This is an optimization exercise on Yosys and OpenROAD, whose aim is small area, a short achievable clock period and few clock cycles, not a production implementation. At most, simulation tests tie the RTL to the original design; equivalence was not proved.

Design csi_top, start of the top module:
module csi_top (
	input  logic        clk,
	input  logic        rst_n,
	input  logic        start,
	output logic [17:0] sram_addr,
	output logic [15:0] sram_wdata,
	output logic        sram_we_n,
	input  logic [15:0] sram_rdata,
	output logic        done
);
localparam logic [17:0] U_BASE   = 18'd38400;
localparam logic [17:0] V_BASE   = 18'd57600;
localparam logic [17:0] RGB_BASE = 18'd146944;
localparam logic [15:0] C_END    = 16'd38405;
logic        run;
logic        we;        
logic [4:0]  ph;        
logic [15:0] c;         
logic [7:0]  col;       
logic [16:0] wc;        
wire [15:0] c_inc;
assign c_inc[0] = ~c[0];
wire c_inc_s1, c_inc_c1;
csi_ha u_c_inc_1 (.a(c[1]), .b(c[0]), .s(c_inc_s1), .co(c_inc_c1));
assign c_inc[1] = c_inc_s1;
wire c_inc_s2, c_inc_c2;
csi_ha u_c_inc_2 (.a(c[2]), .b(c_inc_c1), .s(c_inc_s2), .co(c_inc_c2));
assign c_inc[2] = c_inc_s2;
wire c_inc_s3, c_inc_c3;
csi_ha u_c_inc_3 (.a(c[3]), .b(c_inc_c2), .s(c_inc_s3), .co(c_inc_c3));
assign c_inc[3] = c_inc_s3;
wire c_inc_s4, c_inc_c4;
csi_ha u_c_inc_4 (.a(c[4]), .b(c_inc_c3), .s(c_inc_s4), .co(c_inc_c4));
assign c_inc[4] = c_inc_s4;
wire c_inc_s5, c_inc_c5;
csi_ha u_c_inc_5 (.a(c[5]), .b(c_inc_c4), .s(c_inc_s5), .co(c_inc_c5));
  ...
==> flow/config.mk <==
export PLATFORM = sky130hd
export DESIGN_NAME = csi_top
export DESIGN_NICKNAME = csi_top
export VERILOG_FILES = /design/flow/design.v
export SDC_FILE = /design/flow/constraint.sdc
export NUM_CORES = 4
export LEC_CHECK = 0
export CAP_MARGIN = 20
export CORE_MARGIN = 2
export CORE_UTILIZATION = 65
export CTS_CLUSTER_DIAMETER = 100
export CTS_CLUSTER_SIZE = 30
export PLACE_DENSITY = 0.75
export SLEW_MARGIN = 20
export SYNTH_HIERARCHICAL = 1
export SYNTH_MINIMUM_KEEP_SIZE = 0
==> flow/constraint.sdc <==
create_clock -name core_clock -period 17.0 [get_ports {clk}]
set_input_delay 3.4000 -clock core_clock [delete_from_list [all_inputs] [get_ports {clk}]]
set_output_delay 3.4000 -clock core_clock [all_outputs]
set_load 0.01 [all_outputs]
standard.sh (not shown) runs the stock make flow with config.mk's settings and CLKGATE_MAP_FILE= SYNTH_SCRIPT=/design/flow/synth_recipe.tcl, a recipe that flattens the netlist after the stock synthesis.
==> flow/flow/run.sh <==
#!/bin/bash
# Standard ORFS layout with buf_2 port buffers, clock tree options below, and
# timing repair aimed at a 4.3 ns path delay. The constraints stay the design's.
set -euo pipefail
bash standard.sh "BUFFER_PORTS_ARGS=-buffer_cell sky130_fd_sc_hd__buf_2" SETUP_SLACK_MARGIN=12.7 \
  "CTS_ARGS=-sink_clustering_enable -repair_clock_nets -sink_clustering_size 30 -sink_clustering_max_diameter 100 -dont_use_dummy_load -sink_clustering_levels 1" \
  finish > flow.log 2>&1
Then changed:
==> flow/flow/run.sh (replaced) <==
#!/bin/bash
# Standard ORFS layout with buf_2 port buffers, clock tree options below
# the constraints stay the design's.
set -euo pipefail
bash standard.sh "BUFFER_PORTS_ARGS=-buffer_cell sky130_fd_sc_hd__buf_2" \
  "CTS_ARGS=-sink_clustering_enable -repair_clock_nets -sink_clustering_size 30 -sink_clustering_max_diameter 100 -dont_use_dummy_load -sink_clustering_levels 1" \
  finish > flow.log 2>&1
=> Design area goes down by 1.6%. Register-to-register slack got worse by 0.23 ns. Critical path depth stays the same. Final cell count went down by 0.32%. Worst hold slack gets worse by 0.0075 ns. Via count fell by 0.57%. Setup slack is better by 0.013 ns. Global-route usage goes up by 0.13 points.
No run of this note included a check of the RTL's function; only the layout flow was run.

* * *

csi_top, a different RTL version from the one above (not shown whole).
Size: ~1600 cells after synthesis, about 320 flip-flops, ~55 I/O pins, roughly 20000 sq um of cells after synthesis.
clock: 17.0 ns
lec_check: 0
cap_margin: 0
core_margin: 2
core_utilization: 65
cts_cluster_diameter: 100
cts_cluster_size: 30
place_density: 0.75
slew_margin: 0
synth_hierarchical: 1
synth_minimum_keep_size: 0
==> flow/flow/run.sh <==
#!/bin/bash
# Standard ORFS layout with buf_2 port buffers, clock tree options below, and
# timing repair aimed at a 4.3 ns path delay. The constraints stay the design's.
set -euo pipefail
bash standard.sh "BUFFER_PORTS_ARGS=-buffer_cell sky130_fd_sc_hd__buf_2" SETUP_SLACK_MARGIN=12.7 \
  "CTS_ARGS=-sink_clustering_enable -repair_clock_nets -sink_clustering_size 30 -sink_clustering_max_diameter 100 -dont_use_dummy_load -sink_clustering_levels 1" \
  finish > flow.log 2>&1
Testbench counts at the start, summed over its fixed seeds: cycles 2,304,324.
Then changed:
==> flow/flow/run.sh (replaced) <==
#!/bin/bash
# Standard ORFS layout with buf_2 port buffers and timing repair aimed at a
# 4.3 ns path delay (the constraints stay the design's: 17 ns clock).
set -euo pipefail
bash standard.sh "BUFFER_PORTS_ARGS=-buffer_cell sky130_fd_sc_hd__buf_2" SETUP_SLACK_MARGIN=12.7 finish > flow.log 2>&1
Settings changed: CAP_MARGIN 0 to 20, SLEW_MARGIN 0 to 20.
Outcome: Via count barely changes; clock-buffer cell count is higher by 6.
Then changed:
==> flow/flow/run.sh (replaced) <==
#!/bin/bash
# Standard ORFS layout with buf_2 port buffers, clock tree options below, and
# timing repair aimed at a 4.3 ns path delay. The constraints stay the design's.
set -euo pipefail
bash standard.sh "BUFFER_PORTS_ARGS=-buffer_cell sky130_fd_sc_hd__buf_2" SETUP_SLACK_MARGIN=12.7 \
  "CTS_ARGS=-sink_clustering_enable -repair_clock_nets -sink_clustering_size 30 -sink_clustering_max_diameter 100 -dont_use_dummy_load -sink_clustering_levels 1" \
  finish > flow.log 2>&1
Settings changed: CORE_UTILIZATION 65 to 75, PLACE_DENSITY 0.75 to 0.85.
Result: The changed run completed without violations; setup slack is better by 0.0040 ns; via count came out higher by a few percent; register-to-register slack is better by 0.05 ns; final area came out lower slightly; routed wire length came out higher by a few percent.
Then changed:
==> flow/flow/run.sh (replaced) <==
#!/bin/bash
# Standard ORFS layout with buf_2 port buffers, clock tree options below, and
# timing repair aimed at a 4.3 ns path delay. The constraints stay the design's.
set -euo pipefail
bash standard.sh "BUFFER_PORTS_ARGS=-buffer_cell sky130_fd_sc_hd__buf_2" SETUP_SLACK_MARGIN=12.7 \
  "CTS_ARGS=-sink_clustering_enable -repair_clock_nets -sink_clustering_size 40 -sink_clustering_max_diameter 70 -dont_use_dummy_load" \
  finish > flow.log 2>&1
Settings changed: CORE_UTILIZATION 75 to 65, PLACE_DENSITY 0.85 to 0.75.
Effect: The new run finished with timing, DRC and antenna clean. First-iteration DRC count went down by 21%. Worst setup slack improves by 0.019 ns. Wire length went down by 3.6%. Via count went down by 3.3%. Final area went up by 1.8%. Utilization went down by 10 points. Global-route usage went down by 4.3 points. Die area went up by 15%. Synthesized cell count stays the same. Clock skew went up by 0.029 ns.

* * *

Setup of run 1:
Another version of the RTL of csi_top (not shown whole).
For scale: ~1700 cells after synthesis, ~340 flip-flops, about 55 I/O pins, ~0.021 mm² of cells after synthesis.
Settings: LEC_CHECK=0, CAP_MARGIN=20, CORE_MARGIN=2, CORE_UTILIZATION=40, PLACE_DENSITY=0.6, SLEW_MARGIN=20, SYNTH_HIERARCHICAL=1, SYNTH_MINIMUM_KEEP_SIZE=0; clock period 17.0 ns.
==> flow/flow/run.sh <==
#!/bin/bash
# Standard ORFS layout; the I/O ports get a buf_2 as their port buffer.
set -euo pipefail
bash standard.sh "BUFFER_PORTS_ARGS=-buffer_cell sky130_fd_sc_hd__buf_2" finish > flow.log 2>&1
[inputs] run 2 vs run 1
Settings: an added CTS_BUF_LIST of sky130_fd_sc_hd__clkbuf_8; an added CTS_CLUSTER_SIZE of 50.
==> flow/run.sh (new file) <==
#!/bin/bash
# synth_recipe.tcl (not shown) runs the flow's synth.tcl, then flattens the netlist and writes it again
# the make line also repeats each setting of config.mk as NAME=value (left out here)
make -C /OpenROAD-flow-scripts/flow DESIGN_CONFIG=/design/flow/config.mk WORK_HOME=/design/flow/orfs CLKGATE_MAP_FILE= SYNTH_SCRIPT=/design/flow/synth_recipe.tcl finish
removed: flow/flow/run.sh
removed: flow/standard.sh
==> comparison <==
A slowest library cell on the worst path of dfstp_2 is what run 1 shows, while clkdlybuf4s50_1 belongs to run 2. Comparing run 1 and run 2, the higher final design utilization is on run 2. Per the comparison of run 2 with run 1, number of antenna violations at the first check in global routing -1; post-layout instance area went up by 320 µm²; largest net degree at the start of global routing moved down; total length of routed wires was more or less identical. The lower total met3 wirelength after detailed routing came out of run 1.
> inputs changed (run 2 -> run 3)
Settings: clearing CTS_CLUSTER_SIZE, which used to be 50; swapping sky130_fd_sc_hd__clkbuf_8 for sky130_fd_sc_hd__clkbuf_4 in CTS_BUF_LIST.
Looking at run 3 and run 2, the worst-margin pin slew is a wash. Run 3: cell area after layout lower than run 2. Reported for run 3 and run 2, number of flops mapped to enable cells by yosys turned out identical to the last digit. On global-route usage, run 3 and run 2 are neck and neck.
No functional check of the RTL was part of any run of this note.

* * *

Another version of the RTL of csi_top (not shown whole).
Size: roughly 1600 cells after synthesis, about 320 flip-flops, about 55 I/O pins.
clock: 17.0 ns
lec_check: 0
cap_margin: 20
core_margin: 2
core_utilization: 65
cts_cluster_diameter: 100
cts_cluster_size: 30
place_density: 0.75
slew_margin: 20
synth_hierarchical: 1
synth_minimum_keep_size: 0
==> flow/flow/run.sh <==
#!/bin/bash
# Standard ORFS layout with buf_2 port buffers, a shallower clock tree (no
# intermediate buffers between the root and the sink-cluster buffers) and timing
# repair aimed at a 4.3 ns path delay. The constraints stay the design's.
set -euo pipefail
bash standard.sh "BUFFER_PORTS_ARGS=-buffer_cell sky130_fd_sc_hd__buf_2" SETUP_SLACK_MARGIN=12.7 \
  "CTS_ARGS=-sink_clustering_enable -repair_clock_nets -sink_clustering_size 30 -sink_clustering_max_diameter 100 -distance_between_buffers 400 -branching_point_buffers_distance 400" \
  finish > flow.log 2>&1
The starting point went through all stages and came out clean.
Testbench counts at the start, summed over its fixed seeds: cycles 2,304,324.
==> next run, changes <==
==> flow/flow/run.sh (replaced) <==
#!/bin/bash
# Standard ORFS layout with buf_2 port buffers and timing repair aimed at a
# 4.3 ns path delay (the constraints stay the design's: 17 ns clock).
set -euo pipefail
bash standard.sh "BUFFER_PORTS_ARGS=-buffer_cell sky130_fd_sc_hd__buf_2" SETUP_SLACK_MARGIN=12.7 finish > flow.log 2>&1
=> The changed run passed the timing, DRC and antenna checks; non-clock buffer count does not change; setup slack does not change; cell area stays the same; core utilization is unchanged; final cell count is unchanged; global-route usage does not change.

-- what the ideal ports hide --
How much do the figures lean on ideal ports? The routed layouts below were timed once more, with nothing changed but the port constraints.
Step 1 (the two cells are an assumption about what drives the block):
set clk [get_ports {clk}]
set_driving_cell -lib_cell sky130_fd_sc_hd__clkbuf_16 $clk
set_driving_cell -lib_cell sky130_fd_sc_hd__buf_2 [delete_from_list [all_inputs] $clk]
Step 2 times the ports against the registers' clock, not the clock port: input delays grow and output delays shrink by t, the midpoint of the rising clock arrivals with the driver on.
Slacks: ideal ports / drivers / drivers and shift; pairs: ideal ports / drivers.
| run | shift t [ns] | slack for setup (ns) | latest minus earliest clock arrival (ns) |
|---|---|---|---|
| the first run of note 1 | 0.541 | 12.541 / 12.489 / 12.794 | 0.065 / 0.065 |
| the second run of note 1 | 0.544 | 12.554 / 12.502 / 12.558 | 0.035 / 0.035 |
| the first run of note 2 | 0.552 | 12.561 / 12.503 / 12.694 | 0.076 / 0.077 |
| the second run of note 2 | 0.570 | 12.533 / 12.479 / 12.657 | 0.039 / 0.040 |
| the third run of note 2 | 0.540 | 12.537 / 12.487 / 12.712 | 0.053 / 0.053 |
| the fourth run of note 2 | 0.570 | 12.557 / 12.505 / 12.734 | 0.082 / 0.082 |
| run 1 | 0.613 | 12.389 / 12.333 / 12.569 | 0.032 / 0.032 |
| run 2 | 0.706 | 11.890 / 11.839 / 12.545 | 0.040 / 0.041 |
| run 3 | 0.855 | 11.717 / 11.663 / 12.518 | 0.076 / 0.075 |
| the first run of note 4 | 0.559 | 12.555 / 12.504 / 12.578 | 0.022 / 0.021 |
| the second run of note 4 | 0.559 | 12.555 / 12.504 / 12.578 | 0.022 / 0.021 |
After both steps setup and hold are still met in every run listed.
